This is an optimization exercise on Yosys and OpenROAD, whose aim is small area, not a production implementation.
At most, simulation tests tie the RTL to the original design; equivalence was not proved.
Function not checked in runs 4 to 6: the RTL went through the layout flow alone.

## flow/design.v (module list and top-level ports; edited modules follow where they fit)
// module dline: 13 lines
// module mult24: 1594 lines
// module fa3: 6 lines
// module ha2: 6 lines
// module mac: 218 lines
module mac(clk, a, b, c, op, z);
  // ...
==> flow/run.sh <==
#!/bin/bash
# synth_recipe.tcl (not shown) runs the flow's synth.tcl, then flattens the netlist and writes it again
# the make line also repeats each setting of config.mk as NAME=value (left out here)
make -C /OpenROAD-flow-scripts/flow DESIGN_CONFIG=/design/flow/config.mk WORK_HOME=/design/flow/orfs CLKGATE_MAP_FILE= SYNTH_SCRIPT=/design/flow/synth_recipe.tcl finish
==> flow/config.mk <==
export PLATFORM = sky130hd
export DESIGN_NAME = mac
export DESIGN_NICKNAME = mac
export VERILOG_FILES = /design/flow/design.v
export SDC_FILE = /design/flow/constraint.sdc
export NUM_CORES = 4
export LEC_CHECK = 0
export CAP_MARGIN = 20
export CORE_MARGIN = 2
export CORE_UTILIZATION = 40
export SLEW_MARGIN = 20
export SYNTH_HIERARCHICAL = 1
export SYNTH_MINIMUM_KEEP_SIZE = 0
==> flow/constraint.sdc <==
create_clock -name core_clock -period 13.0 [get_ports {clk}]
set_input_delay 2.6000 -clock core_clock [delete_from_list [all_inputs] [get_ports {clk}]]
set_output_delay 2.6000 -clock core_clock [all_outputs]
set_load 0.01 [all_outputs]
==> results.py, run 1 <==
metrics = {
    "status": {
        "outcome": "timing/DRC/antenna clean",
    },
    "timing": {
        "finClkSkew_ns": 0.0373,
        "drv_slew": 0,
        "period_minus_slack_ns": 12.32,
        "setup_viol": 0,
        "relSlewSlack_pct": 19.9,
    },
    "worst_hold_path": {
        "hp-class": "flip-flop to flip-flop",
        "worstHoldEndpoint": "u_dl.r[1][16]",
    },
    "finish": {
        "largest_class": "multi-input gates",
        "antennaDiodeCount": 0,
        "fillCellCount": 9790,
        "largest_reg_flops": 416,
        "flops_and_latches": 593,
        "layout_commonest_cell": "dfxtp_1",
        "sh_seq_area_pct": 25.9,
    },
    "die": {
        "coreArea_mm2": 0.100,
        "start_util_pct": 40.4,
    },
    "run": {
        "cap_violations": 0,
    },
    "route": {
        "drt_pass1_iterations": 6,
    },
    "synthesis": {
        "synth_cell_types": 93,
        "synth_top_area_share_pct": 29.2,
    },
    "setup_path": {
        "cp.depth": 53,
        "cp_max_fo": 14,
    },
}
==> run 2, diff against run 1 <==
--- a/flow/config.mk
+++ b/flow/config.mk
@@ -7,7 +7,8 @@
 export LEC_CHECK = 0
 export CAP_MARGIN = 20
 export CORE_MARGIN = 2
-export CORE_UTILIZATION = 40
+export CORE_UTILIZATION = 50
+export GPL_TIMING_DRIVEN = 0
 export SLEW_MARGIN = 20
 export SYNTH_HIERARCHICAL = 1
 export SYNTH_MINIMUM_KEEP_SIZE = 0
==> results.py, run 2 <==
metrics = {
    "timing": {
        "fmax_mhz": 79.0,
        "relSlewSlack_pct": 8.07,
        "finClkSkew_ns": 0.0689,
        "setup_viol": 0,
        "hold_violations": 0,
        "period_share_pct": 97.4,
        "drv_slew": 0,
        "worstMarginPinSlew_ns": 1.37,
        "period_minus_slack_ns": 12.67,
    },
    "synthesis": {
        "synth_cell_types": 93,
        "synth_edf_count": 0,
        "synth_top_cells_by_count": "dfxtp_1 (593), nand2_1 (383), xnor2_1 (333)",
        "synth_cells": 4330,
        "post-synth-top-area-cell": "dfxtp_1",
        "yosysWarnings": 9,
        "dominantRegCellSynth": "dfxtp_1",
        "synth.most_common_cell": "dfxtp_1",
        "synth-seq-area-share_pct": 29.2,
        "async_reset_ff_share_pct": 0,
        "synth_top_area_share_pct": 29.2,
        "post_synth_instance_area_mm2": 0.0406,
        "yosys_register_bits": 593,
        "synth_top_cells_by_area": "dfxtp_1 (29%), fa_1 (15%), xnor2_1 (7.2%)",
        "avgSynthCellArea_um2": 9.38,
    },
    "die": {
        "coreArea_mm2": 0.0805,
        "start_util_pct": 50.4,
        "ios": 130,
        "fp.dieH_um": 289,
        "dieArea_mm2": 0.0835,
        "std_cell_rows": 104,
        "die_width_um": 289,
    },
    "cts": {
        "cts.sinks": 593,
        "cts-root-buf": "clkbuf_16",
        "tritoncts": "yes",
        "path_clk_slew_ns": 0.06,
        "cts-htree-levels": 2,
        "numCtsBuffers": 56,
        "clock_path_buffers": 3,
        "clk-insertion-delay-late_ns": 0.65,
    },
    "route": {
        "vias_per_cell": 6.07,
        "ant_nets": 0,
        "num_vias": 34700,
        "routedWlPerCell_um": 24.2,
        "drc": 0,
        "drt_iter0_drc": 3733,
        "drt_pass1_iterations": 7,
        "postRouteWirelength_mm": 138,
    },
    "placement": {
        "hpwl_mm": 112,
        "place_area_mm2": 0.0433,
        "place.gp.congestion": 1.00,
        "dp_cells": 5530,
        "port_buffers": 129,
    },
    "setup_path": {
        "cpPeakStageDelay_ns": 0.60,
        "required_ns": 13.53,
        "path_class": "flip-flop to flip-flop",
        "cp-start-kind": "flip-flop",
        "end_kind": "flip-flop",
        "cp_max_fo": 11,
        "crit_arrival_ns": 13.20,
        "crit_path_top_delay_cell": "or4_4",
    },
    "run": {
        "cap_violations": 0,
    },
    "finish": {
        "largest_register": "u_dl.r",
        "final_area_mm2": 0.0471,
        "layout_commonest_cell": "dfxtp_1",
        "largest_reg_flops": 416,
        "fillCellCount": 7237,
        "antennaDiodeCount": 0,
        "instances_no_fill": 5721,
        "fin_util_pct": 58.4,
        "final_cell_mix": "dfxtp_1 (590), nand2_1 (374), xnor2_1 (327)",
        "synthToLayoutAreaGrowth_pct": 15.9,
        "layout-drive-gt1-share_pct": 9.61,
        "num-nets-final": 5248,
    },
    "global_route": {
        "grt_usage_pct": 32.5,
        "antenna_found_initial": 1,
        "grt_max_degree": 19,
        "grt_first_pass_wirelength_mm": 206,
        "grt-ovfl-total": 0,
        "grt_pass1_vias": 33300,
    },
    "status": {
        "outcome": "timing/DRC/antenna clean",
    },
    "worst_hold_path": {
        "hp-class": "flip-flop to flip-flop",
    },
}
run 2: worst max-delay path: cells and delay by family, from the launching register on:
family	cells	cell delay (ns)
adder cells (fa/ha/maj)	6	1.34
AND/OR/NAND/NOR	19	3.71
buffers and inverters	12	1.71
flip-flops	1	0.36
XOR/XNOR	3	0.47
multiplexers	2	0.31
AO/OA/AOI/OAI	23	4.69
run 2: cell type report:
type | instances | area, um^2 | share of cell area [%]
clock inverters | 26 | 399 | 0.848
inverters | 162 | 613 | 1.30
well taps | 1060 | 1330 | 2.82
clock buffers | 77 | 1560 | 3.31
flip-flops and latches | 593 | 11900 | 25.2
multi-input cells | 3330 | 28000 | 59.4
repair buffers | 224 | 2050 | 4.36
plain buffers | 249 | 1290 | 2.73
run 2: final timing paths:
path	from	endpoint	slack [ns]	depth (start not counted)
max	pl2	sum3[26]	0.33	65
min	u_dl.r[10][0]	u_dl.r[11][0]	0.26	0
max reg2reg	pl2	sum3[26]	0.33	65
min reg2reg	u_dl.r[10][0]	u_dl.r[11][0]	0.26	0
run 2: what timing repair did:
action,in CTS,in global routing
setup buffers,63,32
gates resized for setup,175,108
pin swaps,45,65
cloned,0,1
endpoints found under the setup margin,29,20
hold buffers,0,0
run 2: cells by family (layout without fill, tap and decap cells):
logic type / after synthesis / in the layout / share of synthesized area, %
other: 1 / 12 / 0.00923
flip-flops: 593 / 593 / 29.2
buffers and inverters: 418 / 738 / 4.01
multiplexers: 299 / 299 / 7.62
AO/OA/AOI/OAI: 1042 / 1042 / 16.1
AND/OR/NAND/NOR: 1056 / 1056 / 12.5
XOR/XNOR: 384 / 384 / 8.38
adder cells (fa/ha/maj): 537 / 537 / 22.2
run 2: per-module statistics from Yosys, one instance, submodules excluded, a selection:
module,cells,cell area [um^2],flip-flops and latches,times used
ha2,1,12.5,0,34
mac,2542,18900,177,1
fa3,1,20.0,0,264
mult24,1074,7680,0,1
run 2: per-layer routing:
layer / vias to the layer above / share of wire (%) / global-route usage [%]
li1: 15900 / - / -
met1: 17000 / 45 / 47.3
met2: 1654 / 42 / 47.9
met3: 233 / 10 / 8.36
met4: 4 / 2.5 / 8.14
met5: - / 0.027 / 0
run 2: per-stage QoR:
step | TNS [ns] | hold WS (ns) | setup WS (ns)
floorplan | 0 | 0.310 | 0.0182
global route | -0.128 | 0.245 | -0.0665
detailed placement | -85.05 | 0.312 | -4.26
finish | 0 | 0.263 | 0.334
global placement | -87.66 | 0.310 | -4.34
CTS | 0 | 0.246 | 0.0141
==> run 3, diff against run 2 <==
--- a/flow/config.mk
+++ b/flow/config.mk
@@ -7,8 +7,9 @@
 export LEC_CHECK = 0
 export CAP_MARGIN = 20
 export CORE_MARGIN = 2
-export CORE_UTILIZATION = 50
-export GPL_TIMING_DRIVEN = 0
+export CORE_UTILIZATION = 40
+export CTS_BUF_LIST = sky130_fd_sc_hd__clkbuf_8
+export CTS_CLUSTER_SIZE = 30
 export SLEW_MARGIN = 20
 export SYNTH_HIERARCHICAL = 1
 export SYNTH_MINIMUM_KEEP_SIZE = 0
==> results.py, run 3 <==
metrics = {
    "status": {
        "outcome": "timing/DRC/antenna clean",
    },
    "cts": {
        "path_clk_slew_ns": 0.07,
        "clk-insertion-delay-late_ns": 0.70,
        "tritoncts": "yes",
        "cts-root-buf": "clkbuf_8",
        "clock_path_buffers": 3,
        "numCtsBuffers": 83,
        "hold_buffers": 0,
        "cts.sinks": 593,
        "cts-htree-levels": 3,
    },
    "die": {
        "ios": 130,
        "coreArea_mm2": 0.100,
        "die_width_um": 323,
        "start_util_pct": 40.4,
        "std_cell_rows": 116,
        "dieArea_mm2": 0.104,
        "fp.dieH_um": 323,
    },
    "placement": {
        "place.gp.congestion": 0.959,
        "dp_cells": 5695,
        "place_area_mm2": 0.0437,
        "port_buffers": 129,
        "hpwl_mm": 95.5,
    },
    "route": {
        "routedWlPerCell_um": 21.1,
        "vias_per_cell": 5.69,
        "postRouteWirelength_mm": 124,
        "drt_pass1_iterations": 6,
        "drc": 0,
        "drt_iter0_drc": 3334,
        "ant_nets": 0,
        "num_vias": 33300,
    },
    "timing": {
        "drv_slew": 0,
        "period_share_pct": 94.6,
        "worstMarginPinSlew_ns": 1.21,
        "relSlewSlack_pct": 19.0,
        "hold_violations": 0,
        "fmax_mhz": 81.3,
        "finClkSkew_ns": 0.0581,
        "period_minus_slack_ns": 12.30,
        "setup_viol": 0,
    },
    "setup_path": {
        "crit_arrival_ns": 12.92,
        "cpMostUsedCell": "ha_1",
        "end_kind": "flip-flop",
        "cp_max_fo": 17,
        "crit_path_top_delay_cell": "or4_4",
        "required_ns": 13.62,
        "ff2ff_path_depth": 53,
        "cp-start-kind": "flip-flop",
        "path_class": "flip-flop to flip-flop",
        "cpPeakStageDelay_ns": 0.60,
    },
    "global_route": {
        "grt_max_degree": 63,
        "grt_first_pass_wirelength_mm": 190,
        "grt_usage_pct": 23.5,
        "antenna_found_initial": 5,
        "grt_pass1_vias": 32200,
        "grt-ovfl-total": 0,
    },
    "finish": {
        "largest_reg_flops": 416,
        "synthToLayoutAreaGrowth_pct": 12.6,
        "largest_register": "u_dl.r",
        "final_cell_mix": "dfxtp_1 (591), nand2_1 (381), xnor2_1 (333)",
        "instances_no_fill": 5853,
        "num-nets-final": 5062,
        "final_area_mm2": 0.0458,
        "layout-drive-gt1-share_pct": 8.44,
        "layout_commonest_cell": "dfxtp_1",
    },
    "synthesis": {
        "synth_cells": 4330,
        "yosysWarnings": 9,
        "synth_top_cells_by_area": "dfxtp_1 (29%), fa_1 (15%), xnor2_1 (7.2%)",
        "async_reset_ff_share_pct": 0,
        "avgSynthCellArea_um2": 9.38,
        "synth_cell_types": 93,
        "dominantRegCellSynth": "dfxtp_1",
        "yosys_register_bits": 593,
        "synth_edf_count": 0,
        "synth_top_area_share_pct": 29.2,
        "synth-seq-area-share_pct": 29.2,
        "synth_top_cells_by_count": "dfxtp_1 (593), nand2_1 (383), xnor2_1 (333)",
        "post-synth-top-area-cell": "dfxtp_1",
        "post_synth_instance_area_mm2": 0.0406,
        "synth.most_common_cell": "dfxtp_1",
    },
    "worst_hold_path": {
        "worstHoldPathCells": 0,
        "hp-class": "flip-flop to flip-flop",
    },
    "run": {
        "cap_violations": 0,
    },
}
run 3: changes by cell type in the layout (fill, tap and decap cells not counted), sizes merged:
cell / change
clkbuf: -131
clkinvlp: -2
buf: -60
inv: +27
bufinv: -2
diode: +3
run 3: logic make-up after synthesis:
family,synth area share (%)
AO/OA/AOI/OAI,16.1
XOR/XNOR,8.38
adder cells (fa/ha/maj),22.2
buffers and inverters,4.01
flip-flops,29.2
multiplexers,7.62
other,0.00923
AND/OR/NAND/NOR,12.5
run 3: per-stage QoR:
step / worst slack, ns / utilization [%] / setup TNS, ns / hold WS [ns]
after floorplan: 0.0182 / - / 0 / 0.310
final: 0.696 / 45.6 / 0 / 0.310
after global placement: 0.308 / 43.5 / 0 / 0.310
after detailed placement: 0.164 / 43.5 / 0 / 0.312
after global routing: -0.0767 / 45.5 / -0.117 / 0.313
after CTS: 0.0482 / 45.3 / 0 / 0.304
run 3: cell type report:
class | instances | area [um^2]
tap | 1357 | 1700
sequential | 593 | 11900
timing repair buffer | 260 | 2350
antenna | 3 | 7.51
fill | 9816 | 54700
clock inverter | 49 | 367
multi-input combinational | 3330 | 27500
clock buffer | 99 | 1360
inverter | 162 | 613
run 3: repair_timing:
action / CTS / global route
gates resized for setup: 0 / 43
buffers inserted: 0 / 6
setup endpoints to repair: 0 / 19
hold endpoints to repair: 0 / 0
run 3: path summary, 6_finish.rpt:
check | start | endpoint | slack [ns]
setup reg to reg | pq2[26] | sum3[26] | 0.70
hold reg to reg | r4[3] | u_dl.r[0][3] | 0.31
hold / removal | r4[3] | u_dl.r[0][3] | 0.31
setup / recovery | pq2[26] | sum3[26] | 0.70
run 3: critical path: cells and delay by family, from the launching register on:
kind	cells	cell delay, ns
DFF	1	0.37
muxes	1	0.20
adders and majority gates	5	1.14
xor gates and xnor gates	2	0.22
and+or+nand+nor	18	3.93
buffers and inverters	6	0.93
AOI/OAI and AO/OA	21	5.44
run 3: per-module statistics from Yosys (local to each module, per instance), a selection:
module / cell area [um^2] / cells inside / copies in the design / flops+latches
fa3: 20.0 / 1 / 264 / 0
ha2: 12.5 / 1 / 34 / 0
mult24: 7680 / 1074 / 1 / 0
mac: 18900 / 2542 / 1 / 177
run 3: per-layer routing:
| metal | share of wire, % | track usage (%) |
|---|---|---|
| met5 | 0.011 | 0 |
| met4 | 2.6 | 6.57 |
| met3 | 8.6 | 4.90 |
| met2 | 44 | 36.4 |
| met1 | 45 | 33.0 |
==> module mac, before the edit <==
module mac(clk, a, b, c, op, z);
  input         clk;
  input  [31:0] a;
  input  [31:0] b;
  input  [31:0] c;
  input         op;
  output [31:0] z;
  function [4:0] lzc24;
    input [23:0] x;
    integer i;
    begin
      lzc24 = 5'd24;
      for (i = 0; i < 24; i = i + 1)
        if (x[i]) lzc24 = 5'd23 - i[4:0];
    end
  endfunction
  function [4:0] tzc24;
    input [23:0] x;
    integer i;
    begin
      tzc24 = 5'd24;
      for (i = 23; i >= 0; i = i - 1)
        if (x[i]) tzc24 = i[4:0];
    end
  endfunction
  function [5:0] rip6;
    input [5:0] x, y;
    input ci;
    integer i;
    reg k;
    begin
      k = ci;
      for (i = 0; i < 6; i = i + 1) begin
        rip6[i] = x[i] ^ y[i] ^ k;
        k = (x[i] & y[i]) | (k & (x[i] ^ y[i]));
      end
    end
  endfunction
  function [7:0] rip8;
    input [7:0] x, y;
    input ci;
    integer i;
    reg k;
    begin
      k = ci;
      for (i = 0; i < 8; i = i + 1) begin
        rip8[i] = x[i] ^ y[i] ^ k;
        k = (x[i] & y[i]) | (k & (x[i] ^ y[i]));
      end
    end
  endfunction
  function [9:0] rip10;
    input [9:0] x, y;
    input ci;
    integer i;
    reg k;
    begin
      k = ci;
      for (i = 0; i < 10; i = i + 1) begin
        rip10[i] = x[i] ^ y[i] ^ k;
        k = (x[i] & y[i]) | (k & (x[i] ^ y[i]));
      end
    end
  endfunction
  function [30:0] inc31;
    input [30:0] x;
    input ci;
    integer i;
    reg k;
    begin
      k = ci;
      for (i = 0; i < 31; i = i + 1) begin
        inc31[i] = x[i] ^ k;
        k = x[i] & k;
      end
    end
  endfunction
  reg  [31:0] c1;
  always @(posedge clk)
    c1 <= {~op ^ c[31], c[30:0]};
  wire       ms   = a[31] ^ b[31];
  wire [7:0] ea   = a[30:23];
  wire [7:0] eb   = b[30:23];
  wire       anz  = |ea;
  wire       bnz  = |eb;
  wire       amax = &ea;
  wire       bmax = &eb;
  wire       amz  = ~|a[22:0];
  wire       bmz  = ~|b[22:0];
  wire       mnan = (amax & ~amz) | (bmax & ~bmz) |
                    (amax & ~bnz & bmz) | (bmax & ~anz & amz);
  wire       minf = amax | bmax;
  wire [23:0] ma = {anz, a[22:0]};
  wire [23:0] mb = {bnz, b[22:0]};
  wire [47:0] p;
  mult24 u_mult(ma, mb, p);
  wire [5:0] lza = {1'b0, lzc24(ma) | lzc24(mb)};
  wire [5:0] tz  = rip6({1'b0, tzc24(ma)}, {1'b0, tzc24(mb)}, 1'b0);
  wire [9:0] es  = rip10({2'b00, ea[7:1], ea[0] | ~anz},
                         {2'b00, eb[7:1], eb[0] | ~bnz}, 1'b0);
  wire [9:0] zb  = rip10(es, -10'd126, 1'b0);
  wire [9:0] zm1 = rip10(es, -10'd127, 1'b0);
  wire [9:0] et  = rip10(zb, {4'b1111, ~lza}, 1'b1);
  wire       lim = et[9] | (et[8:1] == 8'd0);    
  wire signed [6:0] l0 = lim ? ((zm1[9] & ~(&zm1[8:5] & |zm1[4:0])) ? -7'sd31 : zm1[6:0])
                             : (lza[5] ? 7'sd31 : {1'b0, lza});
  wire [5:0] u = {l0[5], ~l0[4:0]};              
  wire [109:0] w = {31'b0, p, 31'b0} >> u;
  wire [26:0]  q = w[47:21];
  wire [7:0] tl   = rip8({2'b00, tz}, {l0[6], l0}, 1'b0);
  wire       st0  = tl[7] | (tl < 8'd21);
  wire [7:0] e8   = lim ? 8'd1 : et[7:0];
  wire       ovf0 = ~lim & ~et[9] & et[8];
  wire       ovf1 = ~lim & ~et[9] & ~et[8] & (&et[7:0]);
  reg         ps2, pn2, pi2, pl2, pst2, po02, po12;
  reg  [26:0] pq2;
  reg  [7:0]  pe2;
  reg  [31:0] c2;
  always @(posedge clk) begin
    c2   <= c1;
    ps2  <= ms;
    pn2  <= mnan;
    pi2  <= minf;
    pl2  <= lim;
    pq2  <= q;
    pst2 <= st0;
    pe2  <= e8;
    po02 <= ovf0;
    po12 <= ovf1;
  end
  wire        extra = ~pq2[26] & ~pl2;
  wire [23:0] pm    = extra ? pq2[25:2] : pq2[26:3];
  wire        pg    = extra ? pq2[1] : pq2[2];
  wire        pr    = extra ? pq2[0] : pq2[1];
  wire        pst   = pst2 | (~extra & pq2[0]);
  wire        pup   = pg & (pr | pst | pm[0]);
  wire [7:0]  pe    = pe2 - {7'b0, extra};
  wire        povf  = po02 | (po12 & ~extra);
  wire [30:0] pz    = pn2          ? {9'h1ff, 22'b0} :
                      (pi2 | povf) ? {8'hff, 23'b0} :
                                     {pm[23] ? pe : 8'h00, pm[22:0]};
  wire        pu    = pup & ~(pn2 | pi2 | povf);
  wire [31:0] x     = {ps2, pz + {30'b0, pu}};
  wire [31:0] y     = c2;
  wire       sx   = x[31];
  wire       sy   = y[31];
  wire       xmax = &x[30:23];
  wire       ymax = &y[30:23];
  wire       xmz  = ~|x[22:0];
  wire       ymz  = ~|y[22:0];
  wire       xn   = xmax & ~xmz;
  wire       yn   = ymax & ~ymz;
  wire       xi   = xmax & xmz;
  wire       yi   = ymax & ymz;
  wire [32:0] kx = xmax ? {10'b0000000001, x[22:0]} : {x[30:0], 2'b00};
  wire [32:0] ky = ymax ? {10'b0000000001, y[22:0]} : {y[30:0], 2'b00};
  wire xgt = kx > ky;
  wire tie = kx == ky;
  wire sdp = tie ? (sx & sy) : (xgt ? sx : sy);
  wire sgn = (xi & yi)  ? sy :
             (xi & ~yn) ? sx :
             (yi & ~xn) ? sy : sdp;
  wire nan = xn | yn | (xi & yi & (sx ^ sy));
  wire inf = xi | yi;
  wire [30:0] bg  = xgt ? x[30:0] : y[30:0];
  wire [30:0] sm  = xgt ? y[30:0] : x[30:0];
  wire        bnz2 = |bg[30:23];
  wire        snz2 = |sm[30:23];
  wire [7:0]  ebg = {bg[30:24], bg[23] | ~bnz2};
  wire [7:0]  esm = {sm[30:24], sm[23] | ~snz2};
  wire [23:0] mbg = {bnz2, bg[22:0]};
  wire [23:0] msm = {snz2, sm[22:0]};
  wire [7:0]  d   = ebg - esm;
  wire [4:0]  dd  = (d > 8'd31) ? 5'd31 : d[4:0];
  wire [26:0] sx3 = {msm, 3'b000};
  wire [26:0] sa  = sx3 >> dd;
  wire [26:0] lost = sx3 & ~({27{1'b1}} << dd);
  wire        stk = |lost;
  wire [27:0] bgx = {1'b0, mbg, 3'b000};
  wire [27:0] smx = {1'b0, sa[26:1], sa[0] | stk};
  wire        sub = sx ^ sy;
  wire [27:0] sum = bgx + (smx ^ {28{sub}}) + {27'b0, sub};
  reg         sg3, nan3, inf3;
  reg  [7:0]  eb3;
  reg  [27:0] sum3;
  always @(posedge clk) begin
    sg3  <= sgn;
    nan3 <= nan;
    inf3 <= inf;
    eb3  <= ebg;
    sum3 <= sum;
  end
  reg [4:0] lz;
  integer i;
  always @* begin
    lz = 5'd28;
    for (i = 0; i < 28; i = i + 1)
      if (sum3[i]) lz = 5'd27 - i[4:0];
  end
  wire [4:0]  sh  = ({3'b000, lz} <= eb3) ? lz : eb3[4:0];
  wire [27:0] sn  = sum3 << sh;
  wire [23:0] m   = sn[27:4];
  wire        g   = sn[3];
  wire        r   = sn[2];
  wire        st  = sn[1] | sn[0];
  wire        up  = g & (r | st | m[0]);
  wire [8:0]  e   = {1'b0, eb3} + 9'd1 - {4'b0, sh};
  wire        ovf = e[8] | (&e[7:0]);            
  wire [30:0] zu  = {m[23] ? e[7:0] : 8'h00, m[22:0]};
  wire [30:0] zr  = inc31(zu, up);
  wire [31:0] s   = nan3         ? {sg3, 9'h1ff, 22'b0} :
                    (inf3 | ovf) ? {sg3, 8'hff, 23'b0} :
                                   {sg3, zr};
  reg  [31:0] r4;
  always @(posedge clk)
    r4 <= s;
  dline #(32, 13) u_dl(clk, r4, z);
endmodule
==> run 4, diff against run 3 <==
--- a/flow/design.v
+++ b/flow/design.v
@@ -1731,35 +1731,28 @@
   wire [7:0] e8   = lim ? 8'd1 : et[7:0];
   wire       ovf0 = ~lim & ~et[9] & et[8];
   wire       ovf1 = ~lim & ~et[9] & ~et[8] & (&et[7:0]);
-  reg         ps2, pn2, pi2, pl2, pst2, po02, po12;
-  reg  [26:0] pq2;
-  reg  [7:0]  pe2;
+  wire        extra = ~q[26] & ~lim;
+  wire [23:0] pm    = extra ? q[25:2] : q[26:3];
+  wire        pg    = extra ? q[1] : q[2];
+  wire        pr    = extra ? q[0] : q[1];
+  wire        pst   = st0 | (~extra & q[0]);
+  wire        pup   = pg & (pr | pst | pm[0]);
+  wire [7:0]  pe    = e8 - {7'b0, extra};
+  wire        povf  = ovf0 | (ovf1 & ~extra);
+  wire [30:0] pz    = mnan          ? {9'h1ff, 22'b0} :
+                      (minf | povf) ? {8'hff, 23'b0} :
+                                      {pm[23] ? pe : 8'h00, pm[22:0]};
+  wire        pu    = pup & ~(mnan | minf | povf);
+  reg         ps2, pu2;
+  reg  [30:0] pz2;
   reg  [31:0] c2;
   always @(posedge clk) begin
-    c2   <= c1;
-    ps2  <= ms;
-    pn2  <= mnan;
-    pi2  <= minf;
-    pl2  <= lim;
-    pq2  <= q;
-    pst2 <= st0;
-    pe2  <= e8;
-    po02 <= ovf0;
-    po12 <= ovf1;
+    c2  <= c1;
+    ps2 <= ms;
+    pz2 <= pz;
+    pu2 <= pu;
   end
-  wire        extra = ~pq2[26] & ~pl2;
-  wire [23:0] pm    = extra ? pq2[25:2] : pq2[26:3];
-  wire        pg    = extra ? pq2[1] : pq2[2];
-  wire        pr    = extra ? pq2[0] : pq2[1];
-  wire        pst   = pst2 | (~extra & pq2[0]);
-  wire        pup   = pg & (pr | pst | pm[0]);
-  wire [7:0]  pe    = pe2 - {7'b0, extra};
-  wire        povf  = po02 | (po12 & ~extra);
-  wire [30:0] pz    = pn2          ? {9'h1ff, 22'b0} :
-                      (pi2 | povf) ? {8'hff, 23'b0} :
-                                     {pm[23] ? pe : 8'h00, pm[22:0]};
-  wire        pu    = pup & ~(pn2 | pi2 | povf);
-  wire [31:0] x     = {ps2, pz + {30'b0, pu}};
+  wire [31:0] x     = {ps2, pz2 + {30'b0, pu2}};
   wire [31:0] y     = c2;
   wire       sx   = x[31];
   wire       sy   = y[31];
--- a/flow/config.mk
+++ b/flow/config.mk
@@ -8,8 +8,6 @@
 export CAP_MARGIN = 20
 export CORE_MARGIN = 2
 export CORE_UTILIZATION = 40
-export CTS_BUF_LIST = sky130_fd_sc_hd__clkbuf_8
-export CTS_CLUSTER_SIZE = 30
 export SLEW_MARGIN = 20
 export SYNTH_HIERARCHICAL = 1
 export SYNTH_MINIMUM_KEEP_SIZE = 0
==> results.py, run 4 <==
metrics = {
    "synthesis": {
        "post-synth-top-area-cell": "dfxtp_1",
        "synth_cell_types": 107,
        "synth_top_cells_by_count": "dfxtp_1 (584), xnor2_1 (325), nand2_1 (313)",
        "dominantRegCellSynth": "dfxtp_1",
        "yosysWarnings": 9,
        "post_synth_instance_area_mm2": 0.0410,
        "synth_top_cells_by_area": "dfxtp_1 (29%), fa_1 (15%), xnor2_1 (6.9%)",
        "synth-seq-area-share_pct": 28.5,
        "synth_cells": 4318,
        "synth_edf_count": 0,
        "synth_top_area_share_pct": 28.5,
        "yosys_register_bits": 584,
        "async_reset_ff_share_pct": 0,
        "avgSynthCellArea_um2": 9.49,
        "synth.most_common_cell": "dfxtp_1",
    },
    "cts": {
        "cts_setup_buffers": 0,
        "cts-htree-levels": 2,
        "clock_path_buffers": 3,
        "numCtsBuffers": 53,
        "path_clk_slew_ns": 0.07,
        "cts.sinks": 584,
        "tritoncts": "yes",
        "cts-root-buf": "clkbuf_16",
        "clk-insertion-delay-late_ns": 0.63,
    },
    "global_route": {
        "grt_first_pass_wirelength_mm": 189,
        "grt-ovfl-total": 0,
        "grt_usage_pct": 23.1,
        "grt_pass1_vias": 32200,
        "antenna_found_initial": 1,
        "grt_max_degree": 87,
    },
    "finish": {
        "seq_area_mm2": 0.0117,
        "multi_input_area_mm2": 0.0277,
        "layout_commonest_cell": "dfxtp_1",
        "synthToLayoutAreaGrowth_pct": 12.4,
        "largest_reg_flops": 416,
        "num-nets-final": 5017,
        "fin_util_pct": 45.3,
        "fillCellCount": 9855,
        "final_cell_mix": "dfxtp_1 (584), xnor2_1 (325), nand2_1 (313)",
        "instances_no_fill": 5796,
        "layout-drive-gt1-share_pct": 8.58,
        "antennaDiodeCount": 0,
        "largest_register": "u_dl.r",
    },
    "route": {
        "drt_iter0_drc": 3111,
        "drt_pass1_iterations": 6,
        "drc": 0,
        "ant_nets": 0,
        "routedWlPerCell_um": 21.2,
        "num_vias": 33300,
        "vias_per_cell": 5.75,
        "postRouteWirelength_mm": 123,
    },
    "timing": {
        "setup_viol": 0,
        "period_share_pct": 92.2,
        "fin_setup_tns_ns": 0,
        "period_minus_slack_ns": 11.99,
        "finClkSkew_ns": 0.0563,
        "relSlewSlack_pct": 27.7,
        "rsz0062_at_grt": "false",
        "worstMarginPinSlew_ns": 1.07,
        "drv_slew": 0,
        "hold_violations": 0,
        "fmax_mhz": 83.4,
    },
    "setup_path": {
        "cp-start-kind": "flip-flop",
        "crit_path_top_delay_cell": "or4_1",
        "worst-path-buf-inv": 2,
        "required_ns": 13.51,
        "rr_startpoint": "pu2",
        "timing.rr.end": "sum3[21]",
        "ff2ff_path_depth": 45,
        "r2r_setup_slack_ns": 1.01,
        "cp_max_fo": 16,
        "cp_top_family": "simple AND/OR/NAND/NOR gates",
        "cpMostUsedCell": "ha_1",
        "end_kind": "flip-flop",
        "path_class": "flip-flop to flip-flop",
        "cpPeakStageDelay_ns": 0.59,
        "crit_arrival_ns": 12.50,
    },
    "die": {
        "dieArea_mm2": 0.105,
        "ios": 130,
        "std_cell_rows": 117,
        "die_width_um": 324,
        "coreArea_mm2": 0.102,
        "fp.dieH_um": 324,
        "start_util_pct": 40.3,
    },
    "status": {
        "outcome": "timing/DRC/antenna clean",
    },
    "worst_hold_path": {
        "hp-class": "flip-flop to flip-flop",
        "hp-start": "u_dl.r[6][11]",
        "worstHoldEndpoint": "u_dl.r[7][11]",
        "worstHoldPathCells": 0,
    },
    "placement": {
        "port_buffers": 129,
        "place.gp.congestion": 0.959,
        "dp_cells": 5698,
        "hpwl_mm": 95.7,
    },
    "run": {
        "cap_violations": 0,
    },
}
## run 4: cell types whose count changed in the layout (fill, tap and decap cells not counted), moves of 16 or more
cell	before	now
a21oi_1	230	192
mux2i_1	261	230
a22oi_1	3	22
buf_4	124	140
clkbuf_8	99	11
clkbuf_16	1	53
inv_1	171	143
o21ai_0	190	164
nand2_1	381	313
## run 4: routing by layer
layer	wire length [um]	up-vias	global-route usage, %
met5	0	-	0
met4	4690	0	8.46
met3	9750	275	3.64
met2	54300	1433	36.2
met1	54400	16000	32.0
li1	-	15600	-
## run 4: worst max path at each step
stage	start	to	slack, ns	cells past startpoint
after floorplan	pu2	sum3[20]	0.72	57
after global placement	b[5]	pz2[30]	0.74	33
after detailed placement	b[5]	pz2[30]	0.62	33
after CTS	pu2	sum3[20]	0.88	50
after global routing	pz2[0]	sum3[21]	0.09	48
final	pu2	sum3[21]	1.01	45
## run 4: modules after synthesis, one instance, submodules excluded, excerpt
module  area (um^2)  times used  flip-flops and latches  cells inside
ha2            12.5          34                       0             1
mult24         7710           1                       0          1075
mac           19200           1                     168          2529
fa3            20.0         264                       0             1
## run 4: kinds of logic (layout without fill, tap and decap cells)
logic type	Yosys count	count (layout)	share of synthesized area, %
flops	584	584	28.5
mux	287	287	7.58
simple gates	1030	1030	12.4
xor+xnor	391	391	8.45
other cells	1	12	0.00916
fa+ha+maj	537	537	22.0
buf+inv	432	531	4.12
compound gates	1056	1056	16.8
## run 4: timing repair
| item | in CTS | in global routing |
|---|---|---|
| hold buffers | 0 | 0 |
| endpoints found under the setup margin | 0 | 4 |
| gates resized for setup | 0 | 2 |
## run 4: stage by stage
stage | cell area, um^2 | worst slack (ns) | hold slack (ns)
6_report | 46000 | 1.01 | 0.281
5_1_grt | 46000 | 0.0906 | 0.284
4_1_cts | 46000 | 0.876 | 0.277
3_5_place_dp | 44100 | 0.617 | 0.312
3_3_place_gp | 44100 | 0.738 | 0.310
2_1_floorplan | 41000 | 0.721 | 0.310
## run 4: worst reg2reg max path: cells and delay by family, from the launching register on
kind / cells / cell delay (ns)
compound gates: 18 / 4.04
xor+xnor: 2 / 0.28
mux: 1 / 0.18
buf+inv: 2 / 0.30
flops: 1 / 0.33
fa+ha+maj: 6 / 1.63
simple gates: 16 / 5.15
## run 4: final cells by class
type	instances	share of cell area [%]
repair buffers	270	5.13
clock inverters	32	1.01
flip-flops and latches	584	25.4
multi-input cells	3313	60.2
clock buffers	66	3.23
inverters	163	1.33
well taps	1368	3.72
==> run 5, diff against run 4 <==
--- a/flow/config.mk
+++ b/flow/config.mk
@@ -7,7 +7,9 @@
 export LEC_CHECK = 0
 export CAP_MARGIN = 20
 export CORE_MARGIN = 2
-export CORE_UTILIZATION = 40
+export CORE_UTILIZATION = 45
+export CTS_BUF_LIST = sky130_fd_sc_hd__clkbuf_8
+export CTS_CLUSTER_SIZE = 30
 export SLEW_MARGIN = 20
 export SYNTH_HIERARCHICAL = 1
 export SYNTH_MINIMUM_KEEP_SIZE = 0
==> results.py, run 5 <==
metrics = {
    "cts": {
        "cts-htree-levels": 3,
        "clk-insertion-delay-late_ns": 0.72,
        "numCtsBuffers": 85,
        "cts_resized": 0,
        "path_clk_slew_ns": 0.07,
        "clock_path_buffers": 3,
        "cts_setup_buffers": 0,
        "tritoncts": "yes",
        "cts-root-buf": "clkbuf_8",
        "hold_buffers": 0,
        "cts.sinks": 584,
    },
    "die": {
        "coreArea_mm2": 0.0901,
        "std_cell_rows": 110,
        "fp.dieH_um": 306,
        "ios": 130,
        "start_util_pct": 45.4,
        "die_width_um": 306,
        "dieArea_mm2": 0.0934,
    },
    "synthesis": {
        "yosys_register_bits": 584,
        "synth.most_common_cell": "dfxtp_1",
        "synth_cells": 4318,
        "synth_cell_types": 107,
        "synth_top_cells_by_count": "dfxtp_1 (584), xnor2_1 (325), nand2_1 (313)",
        "synth_top_area_share_pct": 28.5,
        "post-synth-top-area-cell": "dfxtp_1",
        "synth-seq-area-share_pct": 28.5,
        "synth_top_cells_by_area": "dfxtp_1 (29%), fa_1 (15%), xnor2_1 (6.9%)",
        "synth_edf_count": 0,
        "yosysWarnings": 9,
        "post_synth_instance_area_mm2": 0.0410,
        "dominantRegCellSynth": "dfxtp_1",
        "avgSynthCellArea_um2": 9.49,
        "async_reset_ff_share_pct": 0,
    },
    "finish": {
        "layout-drive-gt1-share_pct": 10.5,
        "layout_commonest_cell": "dfxtp_1",
        "largest_reg_flops": 416,
        "final_cell_mix": "dfxtp_1 (584), xnor2_1 (325), nand2_1 (313)",
        "synthToLayoutAreaGrowth_pct": 12.8,
        "instances_no_fill": 5724,
        "fillCellCount": 8430,
        "largest_register": "u_dl.r",
        "num-nets-final": 5112,
    },
    "timing": {
        "period_share_pct": 94.0,
        "drv_slew": 0,
        "fin_setup_tns_ns": 0,
        "rsz0062_at_grt": "false",
        "setup_viol": 0,
        "setup_ws_ns": 0.779,
        "finClkSkew_ns": 0.0671,
        "relSlewSlack_pct": 27.2,
        "hold_violations": 0,
        "period_minus_slack_ns": 12.22,
        "fmax_mhz": 81.8,
        "worstMarginPinSlew_ns": 1.09,
    },
    "setup_path": {
        "rr_startpoint": "pu2",
        "crit_path_top_delay_cell": "or4_1",
        "r2r_setup_slack_ns": 0.78,
        "cpPeakStageDelay_ns": 0.79,
        "required_ns": 13.60,
        "ff2ff_path_depth": 48,
        "cp-start-kind": "flip-flop",
        "cp_max_fo": 17,
        "timing.rr.end": "sum3[18]",
        "end_kind": "flip-flop",
        "path_class": "flip-flop to flip-flop",
        "endpoint": "sum3[18]",
        "crit_start": "pu2",
        "cpMostUsedCell": "ha_1",
        "crit_arrival_ns": 12.82,
    },
    "route": {
        "num_vias": 33700,
        "ant_nets": 0,
        "drc": 0,
        "vias_per_cell": 5.89,
        "postRouteWirelength_mm": 122,
        "drt_iter0_drc": 3197,
        "routedWlPerCell_um": 21.3,
        "drt_pass1_iterations": 6,
    },
    "global_route": {
        "antenna_found_initial": 2,
        "grt_first_pass_wirelength_mm": 191,
        "grt_max_degree": 85,
        "grt_pass1_vias": 33300,
        "grt_usage_pct": 26.0,
        "grt-ovfl-total": 0,
    },
    "run": {
        "cap_violations": 0,
    },
    "worst_hold_path": {
        "hp-class": "flip-flop to flip-flop",
    },
    "placement": {
        "hpwl_mm": 95.7,
        "pre_cts_ws_ns": 0.607,
        "place.gp.congestion": 0.967,
        "dp_cells": 5569,
        "port_buffers": 129,
    },
    "status": {
        "outcome": "timing/DRC/antenna clean",
    },
}
[run 5: final cells by class]
class                           instances  area, um^2  share of cell area, %
Antenna cell                            2        5.00                 0.0108
Clock buffer                          105        1450                   3.13
Clock inverter                         48         394                  0.853
Inverter                              163         614                   1.33
Multi-Input combinational cell       3313       27700                   60.0
Sequential cell                       584       11700                   25.3
Tap cell                             1176        1470                   3.19
Timing Repair Buffer                  333        2860                   6.19
[run 5: per-layer routing]
layer  vias up  share of wire [%]  global-route usage (%)  routed length, um
met5         -                  0                       0                  0
met4         0                4.0                    10.0               4890
met3       281                8.1                    4.97               9900
met2      1422                 43                    39.8              53000
met1     16200                 44                    36.1              54200
li1      15800                  -                       -                  -
[run 5: logic make-up after synthesis]
kind of cell             after synthesis  synth area share [%]
AO/OA/AOI/OAI                       1056                  16.8
AND/OR/NAND/NOR                     1030                  12.4
flip-flops                           584                  28.5
adder cells (fa/ha/maj)              537                  22.0
buffers and inverters                432                  4.12
XOR/XNOR                             391                  8.45
multiplexers                         287                  7.58
other                                  1               0.00916
[run 5: per-stage QoR]
stage / hold slack (ns) / utilization [%] / cell area, um^2
2_1_floorplan: 0.310 / - / 41000
4_1_cts: 0.268 / 51.2 / 46200
3_5_place_dp: 0.312 / 49.2 / 44300
5_1_grt: 0.266 / 51.2 / 46200
3_3_place_gp: 0.310 / 49.2 / 44300
6_report: 0.270 / 51.2 / 46200
[run 5: worst min path at each step]
stage                       start       endpoint  slack (ns)  depth (start not counted)
floorplan                   c1[0]          c2[0]        0.31                          0
global route                r4[5]   u_dl.r[0][5]        0.27                          0
finish                      r4[5]   u_dl.r[0][5]        0.27                          0
detailed placement         r4[22]  u_dl.r[0][22]        0.31                          0
global placement    u_dl.r[1][31]  u_dl.r[2][31]        0.31                          0
CTS                         r4[5]   u_dl.r[0][5]        0.27                          0
[run 5: worst max-delay path, delay by kind of cell, from the launching register on]
kind            cells  cell delay (ns)
simple gates       20             5.33
flops               1             0.33
xor+xnor            1             0.17
buf+inv             5             0.91
compound gates     13             3.29
mux                 2             0.52
fa+ha+maj           7             1.57
[run 5: modules after synthesis, one instance, submodules excluded, a selection]
module / cell area [um^2] / times used / flops+latches
fa3: 20.0 / 264 / 0
mac: 19200 / 1 / 168
ha2: 12.5 / 34 / 0
mult24: 7710 / 1 / 0
==> run 6, diff against run 5 <==
--- a/flow/design.v
+++ b/flow/design.v
@@ -1694,6 +1694,24 @@
       end
     end
   endfunction
+  function [30:0] inc31b;
+    input [30:0] x;
+    input ci;
+    integer i;
+    reg k;
+    reg [3:0] cb;
+    begin
+      cb[0] = ci;
+      cb[1] = cb[0] & (&x[7:0]);
+      cb[2] = cb[1] & (&x[15:8]);
+      cb[3] = cb[2] & (&x[23:16]);
+      for (i = 0; i < 31; i = i + 1) begin
+        if (i % 8 == 0) k = cb[i / 8];
+        inc31b[i] = x[i] ^ k;
+        k = x[i] & k;
+      end
+    end
+  endfunction
   reg  [31:0] c1;
   always @(posedge clk)
     c1 <= {~op ^ c[31], c[30:0]};
@@ -1752,7 +1770,7 @@
     pz2 <= pz;
     pu2 <= pu;
   end
-  wire [31:0] x     = {ps2, pz2 + {30'b0, pu2}};
+  wire [31:0] x     = {ps2, inc31b(pz2, pu2)};
   wire [31:0] y     = c2;
   wire       sx   = x[31];
   wire       sy   = y[31];
--- a/flow/config.mk
+++ b/flow/config.mk
@@ -7,9 +7,7 @@
 export LEC_CHECK = 0
 export CAP_MARGIN = 20
 export CORE_MARGIN = 2
-export CORE_UTILIZATION = 45
-export CTS_BUF_LIST = sky130_fd_sc_hd__clkbuf_8
-export CTS_CLUSTER_SIZE = 30
+export CORE_UTILIZATION = 40
 export SLEW_MARGIN = 20
 export SYNTH_HIERARCHICAL = 1
 export SYNTH_MINIMUM_KEEP_SIZE = 0
==> results.py, run 6 <==
metrics = {
    "setup_path": {
        "crit_path_top_delay_cell": "fa_1",
        "end_kind": "flip-flop",
        "cpMostUsedCell": "fa_1",
        "cp_top_family": "adder cells",
        "required_ns": 13.50,
        "cpPeakStageDelay_ns": 0.65,
        "cp-start-kind": "primary input",
        "crit_arrival_ns": 12.75,
        "path_class": "primary input to flip-flop",
        "worst-path-buf-inv": 4,
        "cp_max_fo": 17,
    },
    "timing": {
        "worstMarginPinSlew_ns": 0.966,
        "fin_setup_tns_ns": 0,
        "hold_violations": 0,
        "setup_viol": 0,
        "setup_ws_ns": 0.750,
        "relSlewSlack_pct": 35.4,
        "finClkSkew_ns": 0.0197,
        "drv_slew": 0,
        "period_minus_slack_ns": 12.25,
        "fmax_mhz": 81.6,
        "period_share_pct": 94.2,
        "worst_hold_slack_ns": 0.314,
        "rsz0062_at_grt": "false",
    },
    "route": {
        "postRouteWirelength_mm": 118,
        "wl_met1_mm": 53.5,
        "ant_nets": 0,
        "top_layer_used": "met4",
        "routedWlPerCell_um": 20.3,
        "drc": 0,
        "wl_met3_mm": 9.05,
        "drt_pass1_iterations": 8,
        "drt_iter0_drc": 3180,
        "num_vias": 32700,
        "vias_per_cell": 5.62,
        "met2WireLength_mm": 51.2,
    },
    "cts": {
        "clk-insertion-delay-late_ns": 0.58,
        "cts-htree-levels": 2,
        "path_clk_slew_ns": 0.07,
        "numCtsBuffers": 49,
        "cts.sinks": 584,
        "cts-root-buf": "clkbuf_16",
        "cts_resized": 0,
        "clock_path_buffers": 3,
        "hold_buffers": 0,
        "cts_setup_buffers": 0,
        "tritoncts": "yes",
    },
    "finish": {
        "multi_input_area_mm2": 0.0274,
        "num-nets-final": 5082,
        "seq_area_mm2": 0.0117,
        "layout-drive-gt1-share_pct": 10.4,
        "largest_reg_flops": 416,
        "layout_commonest_cell": "dfxtp_1",
        "largest_register": "u_dl.r",
        "fillCellCount": 9696,
        "instances_no_fill": 5819,
        "synthToLayoutAreaGrowth_pct": 13.8,
        "final_cell_mix": "dfxtp_1 (584), nand2_1 (393), xnor2_1 (326)",
    },
    "synthesis": {
        "yosysWarnings": 9,
        "synth_top_cells_by_count": "dfxtp_1 (584), nand2_1 (394), xnor2_1 (327)",
        "synth_cell_types": 109,
        "async_reset_ff_share_pct": 0,
        "synth_cells": 4253,
        "dominantRegCellSynth": "dfxtp_1",
        "synth_edf_count": 0,
        "avgSynthCellArea_um2": 9.53,
        "yosys_register_bits": 584,
        "synth-seq-area-share_pct": 28.9,
        "synth_top_cells_by_area": "dfxtp_1 (29%), fa_1 (15%), ha_1 (7.8%)",
        "post-synth-top-area-cell": "dfxtp_1",
        "synth.most_common_cell": "dfxtp_1",
        "post_synth_instance_area_mm2": 0.0405,
        "synth_top_area_share_pct": 28.9,
    },
    "die": {
        "ios": 130,
        "dieArea_mm2": 0.104,
        "die_width_um": 322,
        "fp.dieH_um": 322,
        "start_util_pct": 40.4,
        "std_cell_rows": 116,
        "coreArea_mm2": 0.100,
    },
    "run": {
        "cap_violations": 0,
    },
    "worst_hold_path": {
        "hp-class": "flip-flop to flip-flop",
    },
    "placement": {
        "port_buffers": 129,
        "hpwl_mm": 94.1,
        "place.gp.congestion": 0.968,
        "pre_cts_ws_ns": 0.186,
        "dp_cells": 5731,
    },
    "status": {
        "outcome": "timing/DRC/antenna clean",
    },
    "global_route": {
        "antenna_found_initial": 3,
        "grt_usage_pct": 22.7,
        "grt_pass1_vias": 31800,
        "grt_first_pass_wirelength_mm": 185,
        "grt-ovfl-total": 0,
        "grt_max_degree": 65,
    },
}
-- run 6: layout make-up --
class / count / area share [%]
diodes: 2 / 0.0109
clock buffers: 62 / 2.94
clock inverters: 24 / 0.752
inverters: 141 / 1.15
multi-input cells: 3288 / 59.4
flip-flops and latches: 584 / 25.4
well taps: 1357 / 3.68
repair buffers: 361 / 6.66
-- run 6: cell families (layout without fill, tap and decap cells) --
kind of cell,after synthesis,count (layout),share of synthesized area [%]
fa+ha+maj,559,559,23.0
other cells,1,14,0.00926
simple gates,1058,1058,12.4
buf+inv,392,588,3.77
xor+xnor,353,353,7.63
mux,296,296,7.97
flops,584,584,28.9
compound gates,1010,1010,16.4
-- run 6: path summary, 6_finish.rpt --
path / depth (start not counted) / to / slack [ns] / start
worst max-delay path: 38 / pz2[29] / 0.75 / b[12]
worst min-delay path: 0 / u_dl.r[12][3] / 0.31 / u_dl.r[11][3]
worst max register to register: 55 / sum3[26] / 1.03 / pz2[4]
worst min register to register: 0 / u_dl.r[12][3] / 0.31 / u_dl.r[11][3]
-- run 6: layer usage --
| metal | vias to the layer above | track usage [%] |
|---|---|---|
| met1 | 15600 | 31.6 |
| met4 | 0 | 7.92 |
| met5 | - | 0 |
| li1 | 15500 | - |
| met2 | 1327 | 35.0 |
| met3 | 245 | 4.28 |
-- run 6: per-module statistics from Yosys (local to each module, per instance), a selection --
module  cells  flip-flops and latches  cell area (um^2)
fa3         1                       0              20.0
ha2         1                       0              12.5
mac      2472                     168             18800
mult24   1067                       0              7680
-- run 6: through the flow --
stage                     cell area [um^2]  utilization (%)
final                                46100             46.0
after floorplan                      40600                -
after CTS                            46100             46.0
after detailed placement             44400             44.3
after global routing                 46100             46.0
after global placement               44400             44.3
==> run 7, diff against run 6 <==
--- a/flow/design.v
+++ b/flow/design.v
@@ -1739,11 +1739,11 @@
   wire [9:0] zm1 = rip10(es, -10'd127, 1'b0);
   wire [9:0] et  = rip10(zb, {4'b1111, ~lza}, 1'b1);
   wire       lim = et[9] | (et[8:1] == 8'd0);    
-  wire signed [6:0] l0 = lim ? ((zm1[9] & ~(&zm1[8:5] & |zm1[4:0])) ? -7'sd31 : zm1[6:0])
-                             : (lza[5] ? 7'sd31 : {1'b0, lza});
-  wire [5:0] u = {l0[5], ~l0[4:0]};              
-  wire [109:0] w = {31'b0, p, 31'b0} >> u;
-  wire [26:0]  q = w[47:21];
+  wire signed [6:0] l0 = lim ? ((zm1[9] & ~(&zm1[8:5] & (zm1[4:0] > 5'd6))) ? -7'sd25 : zm1[6:0])
+                             : ((lza > 6'd24) ? 7'sd24 : {1'b0, lza});
+  wire [5:0] u = 6'd24 - l0[5:0];                
+  wire [96:0] w = {24'b0, p, 25'b0} >> u;
+  wire [26:0] q = w[48:22];
   wire [7:0] tl   = rip8({2'b00, tz}, {l0[6], l0}, 1'b0);
   wire       st0  = tl[7] | (tl < 8'd21);
   wire [7:0] e8   = lim ? 8'd1 : et[7:0];
--- a/flow/config.mk
+++ b/flow/config.mk
@@ -8,6 +8,8 @@
 export CAP_MARGIN = 20
 export CORE_MARGIN = 2
 export CORE_UTILIZATION = 40
+export CTS_BUF_LIST = sky130_fd_sc_hd__clkbuf_8
+export CTS_CLUSTER_SIZE = 30
 export SLEW_MARGIN = 20
 export SYNTH_HIERARCHICAL = 1
 export SYNTH_MINIMUM_KEEP_SIZE = 0
==> results.py, run 7 <==
metrics = {
    "die": {
        "dieArea_mm2": 0.104,
        "ios": 130,
        "coreArea_mm2": 0.100,
        "start_util_pct": 40.4,
        "fp.dieH_um": 322,
        "die_width_um": 322,
        "std_cell_rows": 116,
    },
    "timing": {
        "fin_setup_tns_ns": 0,
        "period_share_pct": 93.4,
        "fmax_mhz": 82.3,
        "drv_slew": 0,
        "period_minus_slack_ns": 12.14,
        "worst_hold_slack_ns": 0.304,
        "relSlewSlack_pct": 23.7,
        "rsz0062_at_grt": "false",
        "worstMarginPinSlew_ns": 1.14,
        "setup_viol": 0,
        "hold_violations": 0,
        "finClkSkew_ns": 0.0418,
    },
    "synthesis": {
        "synth_top_area_share_pct": 28.9,
        "synth_top_cells_by_count": "dfxtp_1 (584), nand2_1 (413), xnor2_1 (322)",
        "post_synth_instance_area_mm2": 0.0405,
        "yosysWarnings": 9,
        "synth_cell_types": 100,
        "synth_top_cells_by_area": "dfxtp_1 (29%), fa_1 (15%), ha_1 (7.8%)",
        "async_reset_ff_share_pct": 0,
        "synth_cells": 4217,
        "dominantRegCellSynth": "dfxtp_1",
        "synth_edf_count": 0,
        "avgSynthCellArea_um2": 9.60,
        "synth.most_common_cell": "dfxtp_1",
        "yosys_register_bits": 584,
        "synth-seq-area-share_pct": 28.9,
        "post-synth-top-area-cell": "dfxtp_1",
    },
    "placement": {
        "port_buffers": 129,
        "hpwl_mm": 95.3,
        "place.gp.congestion": 0.979,
        "dp_cells": 5628,
    },
    "setup_path": {
        "cpPeakStageDelay_ns": 0.84,
        "required_ns": 13.59,
        "cp-start-kind": "primary input",
        "cp.depth": 33,
        "cp_top_family": "adder cells",
        "crit_path_top_delay_cell": "nor4_1",
        "path_class": "primary input to flip-flop",
        "endpoint": "pz2[27]",
        "crit_arrival_ns": 12.74,
        "ff2ff_path_depth": 56,
        "rr_startpoint": "pu2",
        "cpMostUsedCell": "fa_1",
        "crit_start": "b[13]",
        "r2r_setup_slack_ns": 0.88,
        "end_kind": "flip-flop",
        "worst-path-buf-inv": 4,
        "timing.rr.end": "sum3[26]",
        "cp_max_fo": 12,
    },
    "cts": {
        "path_clk_slew_ns": 0.06,
        "tritoncts": "yes",
        "cts_setup_buffers": 0,
        "cts.sinks": 584,
        "clk-insertion-delay-late_ns": 0.69,
        "numCtsBuffers": 82,
        "cts-root-buf": "clkbuf_8",
        "clock_path_buffers": 3,
        "cts-htree-levels": 3,
    },
    "global_route": {
        "grt_usage_pct": 22.6,
        "antenna_found_initial": 5,
        "use_met1_pct": 31.2,
        "grt-ovfl-total": 0,
        "busiest_layer": "met2",
        "grt_first_pass_wirelength_mm": 183,
        "grt_use_met3_pct": 3.68,
        "grt_pass1_vias": 31200,
        "use_met2_pct": 35.2,
        "grt_max_degree": 52,
    },
    "route": {
        "drt_pass1_iterations": 5,
        "postRouteWirelength_mm": 119,
        "vias_per_cell": 5.64,
        "num_vias": 32600,
        "routedWlPerCell_um": 20.5,
        "ant_nets": 0,
        "drt_iter0_drc": 2815,
        "drc": 0,
    },
    "finish": {
        "largest_register": "u_dl.r",
        "layout-drive-gt1-share_pct": 10.8,
        "fin_util_pct": 46.0,
        "largest_reg_flops": 416,
        "num-nets-final": 5072,
        "fillCellCount": 9679,
        "seq_area_mm2": 0.0117,
        "instances_no_fill": 5780,
        "multi_input_area_mm2": 0.0275,
        "layout_commonest_cell": "dfxtp_1",
        "synthToLayoutAreaGrowth_pct": 13.8,
        "final_cell_mix": "dfxtp_1 (584), nand2_1 (413), xnor2_1 (317)",
    },
    "worst_hold_path": {
        "hp-class": "flip-flop to flip-flop",
    },
    "status": {
        "outcome": "timing/DRC/antenna clean",
    },
    "run": {
        "cap_violations": 0,
    },
}
==> run 7: changes by cell type after synthesis, sizes merged, moves of 18 or more <==
cell   delta
nand3    -21
xor2     +19
mux4     +22
nand2    +18
o21ai    -31
mux2     -27
==> run 7: metal layers <==
| layer | vias to the layer above | routed length (um) |
|---|---|---|
| li1 | 15400 | - |
| met1 | 15700 | 53500 |
| met2 | 1276 | 52000 |
| met3 | 239 | 7860 |
| met4 | 0 | 5230 |
| met5 | - | 0 |
==> run 7: cell families after synthesis <==
family / after synthesis / share of synthesized area (%)
buffers and inverters: 390 / 3.70
multiplexers: 289 / 8.40
AND/OR/NAND/NOR: 1047 / 12.0
adder cells (fa/ha/maj): 560 / 23.0
flip-flops: 584 / 28.9
other: 1 / 0.00927
AO/OA/AOI/OAI: 978 / 16.0
XOR/XNOR: 368 / 7.98
==> run 7: repair_timing <==
item,4_1_cts,5_1_grt
setup endpoints to repair,0,14
resized for setup,0,1
hold buffers,0,0
==> run 7: how the worst min path moves through the flow <==
stage             startpoint       endpoint  depth (start not counted)
6_report              c1[30]         c2[30]                          0
3_5_place_dp          c1[13]         c2[13]                          0
2_1_floorplan          c1[0]          c2[0]                          0
5_1_grt        u_dl.r[4][15]  u_dl.r[5][15]                          0
3_3_place_gp    u_dl.r[0][3]   u_dl.r[1][3]                          0
4_1_cts               c1[30]         c2[30]                          0
==> run 7: final cells by class <==
class / instances / area share (%)
Timing Repair Buffer: 352 / 6.52
Sequential cell: 584 / 25.4
Clock buffer: 100 / 2.99
Clock inverter: 49 / 0.855
Antenna cell: 3 / 0.0163
Tap cell: 1298 / 3.52
Multi-Input combinational cell: 3254 / 59.6
Inverter: 140 / 1.14
==> run 7: Yosys stat by module, one instance, submodules excluded, a selection <==
module / area, um^2 / cells inside / times used
fa3: 20.0 / 1 / 264
ha2: 12.5 / 1 / 34
mac: 18800 / 2437 / 1
mult24: 7630 / 1066 / 1
==> run 7: metrics by stage <==
stage	setup slack, ns	area, um^2
finish	0.856	46100
global route	0.0121	46100
CTS	0.688	46100
detailed placement	0.214	44300
global placement	0.478	44300
floorplan	0.553	40500
==> run 7: worst register-to-register path, delay by kind of cell (launching register included) <==
kind	cells	cell delay, ns
flip-flops	1	0.34
AO/OA/AOI/OAI	14	3.20
buffers and inverters	8	1.31
AND/OR/NAND/NOR	19	4.31
XOR/XNOR	3	0.42
adder cells (fa/ha/maj)	9	1.78
multiplexers	3	0.71
==> run 8, diff against run 7 <==
--- a/flow/config.mk
+++ b/flow/config.mk
@@ -10,6 +10,7 @@
 export CORE_UTILIZATION = 40
 export CTS_BUF_LIST = sky130_fd_sc_hd__clkbuf_8
 export CTS_CLUSTER_SIZE = 30
+export GPL_TIMING_DRIVEN = 0
 export SLEW_MARGIN = 20
 export SYNTH_HIERARCHICAL = 1
 export SYNTH_MINIMUM_KEEP_SIZE = 0
==> results.py, run 8 <==
metrics = {
    "setup_path": {
        "cp_max_fo": 10,
        "timing.rr.end": "sum3[26]",
        "cpPeakStageDelay_ns": 0.62,
        "path_class": "primary input to flip-flop",
        "rr_startpoint": "pz2[6]",
        "crit_start": "b[18]",
        "crit_arrival_ns": 13.14,
        "end_kind": "flip-flop",
        "r2r_setup_slack_ns": 0.71,
        "cp-start-kind": "primary input",
        "endpoint": "pz2[27]",
        "crit_path_top_delay_cell": "clkdlybuf4s50_1",
        "required_ns": 13.60,
        "ff2ff_path_depth": 50,
        "cpMostUsedCell": "fa_1",
    },
    "route": {
        "drt_iter0_drc": 2817,
        "drc": 0,
        "drt_pass1_iterations": 6,
        "num_vias": 33300,
        "postRouteWirelength_mm": 128,
        "ant_nets": 0,
        "vias_per_cell": 5.73,
        "routedWlPerCell_um": 22.0,
    },
    "synthesis": {
        "synthAdderAreaFrac_pct": 23.0,
        "synth.most_common_cell": "dfxtp_1",
        "synth_xor_area_share_pct": 7.98,
        "avgSynthCellArea_um2": 9.60,
        "synth-seq-area-share_pct": 28.9,
        "post_synth_instance_area_mm2": 0.0405,
        "dominantRegCellSynth": "dfxtp_1",
        "yosys_register_bits": 584,
        "synthMuxAreaShare_pct": 8.40,
        "synth_top_area_share_pct": 28.9,
        "synthSimpleGateAreaFrac_pct": 12.0,
        "yosysWarnings": 9,
        "synth_edf_count": 0,
        "synth_cells": 4217,
        "synth_top_cells_by_area": "dfxtp_1 (29%), fa_1 (15%), ha_1 (7.8%)",
        "post-synth-top-area-cell": "dfxtp_1",
        "async_reset_ff_share_pct": 0,
        "synth_cell_types": 100,
        "synth_compound_area_share_pct": 16.0,
        "synth_top_cells_by_count": "dfxtp_1 (584), nand2_1 (413), xnor2_1 (322)",
        "synth_top_family_by_area": "adder cells",
    },
    "timing": {
        "finClkSkew_ns": 0.0581,
        "fmax_mhz": 79.8,
        "worst_hold_slack_ns": 0.299,
        "setup_ws_ns": 0.466,
        "period_minus_slack_ns": 12.53,
        "worstMarginPinSlew_ns": 1.13,
        "relSlewSlack_pct": 24.0,
        "fin_setup_tns_ns": 0,
        "period_share_pct": 96.4,
        "drv_slew": 0,
        "setup_viol": 0,
        "hold_violations": 0,
    },
    "placement": {
        "port_buffers": 129,
        "pre_cts_ws_ns": -2.16,
        "dp_cells": 5657,
        "place.gp.congestion": 0.982,
        "hpwl_mm": 104,
    },
    "die": {
        "coreArea_mm2": 0.100,
        "ios": 130,
        "std_cell_rows": 116,
        "die_width_um": 322,
        "fp.dieH_um": 322,
        "start_util_pct": 40.4,
        "dieArea_mm2": 0.104,
    },
    "finish": {
        "layout-drive-gt1-share_pct": 8.53,
        "layout_commonest_cell": "dfxtp_1",
        "final_cell_mix": "dfxtp_1 (584), nand2_1 (411), xnor2_1 (318)",
        "fin_util_pct": 45.6,
        "largest_reg_flops": 416,
        "largest_register": "u_dl.r",
        "instances_no_fill": 5814,
        "synthToLayoutAreaGrowth_pct": 13.0,
        "num-nets-final": 5106,
    },
    "cts": {
        "tritoncts": "yes",
        "cts-root-buf": "clkbuf_8",
        "cts.sinks": 584,
        "clk-insertion-delay-late_ns": 0.68,
        "path_clk_slew_ns": 0.07,
        "numCtsBuffers": 81,
        "clock_path_buffers": 3,
        "cts-htree-levels": 3,
    },
    "worst_hold_path": {
        "hp-class": "flip-flop to flip-flop",
    },
    "status": {
        "outcome": "timing/DRC/antenna clean",
    },
    "global_route": {
        "grt_first_pass_wirelength_mm": 196,
        "grt-ovfl-total": 0,
        "grt_pass1_vias": 32600,
        "grt_max_degree": 20,
        "grt_usage_pct": 24.4,
        "antenna_found_initial": 4,
    },
    "run": {
        "cap_violations": 0,
    },
}
[run 8: cell types whose count changed in the layout (fill, tap and decap cells not counted), sizes merged, moves of 3 or more]
| cell | change |
|---|---|
| buf | -161 |
| dlymetal6s2s | +9 |
| bufinv | -3 |
| inv | +4 |
| clkdlybuf4s50 | -9 |
| clkinvlp | -4 |
| clkinv | +3 |
| clkbuf | +193 |
[run 8: modules after synthesis (local to each module, per instance), excerpt]
module	copies in the design	cells	flip-flops and latches	area [um^2]
fa3	264	1	0	20.0
ha2	34	1	0	12.5
mac	1	2437	168	18800
mult24	1	1066	0	7630
[run 8: what timing repair did]
action / 4_1_cts / 5_1_grt
setup buffers: 3 / 7
gates cloned: 0 / 0
setup endpoints to repair: 53 / 51
hold buffers: 0 / 0
gates resized for setup: 60 / 157
pin swaps: 2 / 9
[run 8: cell type report]
cell class | instances | area [um^2]
repair buffers | 141 | 1400
fillers | 9756 | 54400
clock buffers | 99 | 1360
inverters | 140 | 538
clock inverters | 49 | 342
well taps | 1298 | 1620
flip-flops and latches | 584 | 11700
diodes | 3 | 7.51
multi-input cells | 3254 | 27700
plain buffers | 246 | 1090
[run 8: cell families after synthesis]
logic type,Yosys count
AND/OR/NAND/NOR,1047
AO/OA/AOI/OAI,978
flip-flops,584
adder cells (fa/ha/maj),560
buffers and inverters,390
XOR/XNOR,368
multiplexers,289
other,1
[run 8: metrics by stage]
stage               area (um^2)
detailed placement        43400
global route              45700
global placement          43400
finish                    45700
CTS                       45400
floorplan                 40500
[run 8: worst min path at each step]
| stage | endpoint | startpoint | depth (start not counted) |
|---|---|---|---|
| global placement | u_dl.r[11][18] | u_dl.r[10][18] | 0 |
| floorplan | c2[0] | c1[0] | 0 |
| CTS | u_dl.r[0][9] | r4[9] | 0 |
| detailed placement | c2[16] | c1[16] | 0 |
| global route | u_dl.r[3][2] | u_dl.r[2][2] | 0 |
| finish | u_dl.r[11][30] | u_dl.r[10][30] | 0 |
[run 8: metal layers]
layer	vias up	track usage (%)	share of wire, %
met3	287	4.42	7.5
met5	-	0	0.010
li1	15500	-	-
met4	2	9.75	4.4
met2	1352	37.6	43
met1	16100	33.9	45
[run 8: critical path, delay by kind of cell]
kind	cells	cell delay (ns)
buf+inv	5	1.67
xor+xnor	1	0.21
fa+ha+maj	10	4.12
compound gates	13	2.63
simple gates	4	1.00
mux	2	0.89

## re-timing with driven ports
In the flow no input, the clock included, has a driving cell. The finished layouts below were timed again as built, in two steps.
Step 1, drivers: a clkbuf_16 drives clk and a buf_2 each remaining input, both assumed.
Step 2 times the ports against the registers' clock, not the clock port: input delays grow and output delays shrink by t, the midpoint of the rising clock arrivals with the driver on.
Slacks: ideal ports / drivers / drivers and shift; pairs: ideal ports / drivers.
| run | t (ns) | setup slack, ns | worst setup path at the end | slew at the worst register clock pin (ns) | worst slew at a driven data input, ns |
|---|---|---|---|---|---|
| run 1 | 0.667 | 0.676 / 0.677 / 0.677 | register to register | 0.07 / 0.07 | 0.05 |
| run 2 | 0.683 | 0.334 / 0.334 / -0.106 | input to register | 0.08 / 0.08 | 0.07 |
| run 3 | 0.728 | 0.696 / 0.696 / 0.696 | register to register | 0.09 / 0.09 | 0.05 |
| run 4 | 0.665 | 1.010 / 1.010 / 0.470 | input to register | 0.07 / 0.07 | 0.05 |
| run 5 | 0.752 | 0.779 / 0.779 / 0.416 | input to register | 0.07 / 0.07 | 0.05 |
| run 6 | 0.632 | 0.750 / 0.782 / 0.150 | input to register | 0.07 / 0.07 | 0.05 |
| run 7 | 0.728 | 0.856 / 0.885 / 0.164 | input to register | 0.07 / 0.07 | 0.06 |
| run 8 | 0.716 | 0.466 / 0.503 / -0.212 | input to register | 0.07 / 0.07 | 0.07 |
With both steps, setup timing fails in run 2 and run 8, where it was met with ideal ports. The setup slack of run 7, which loses most, moves by +0.029 ns with the drivers and by -0.692 ns with both steps.
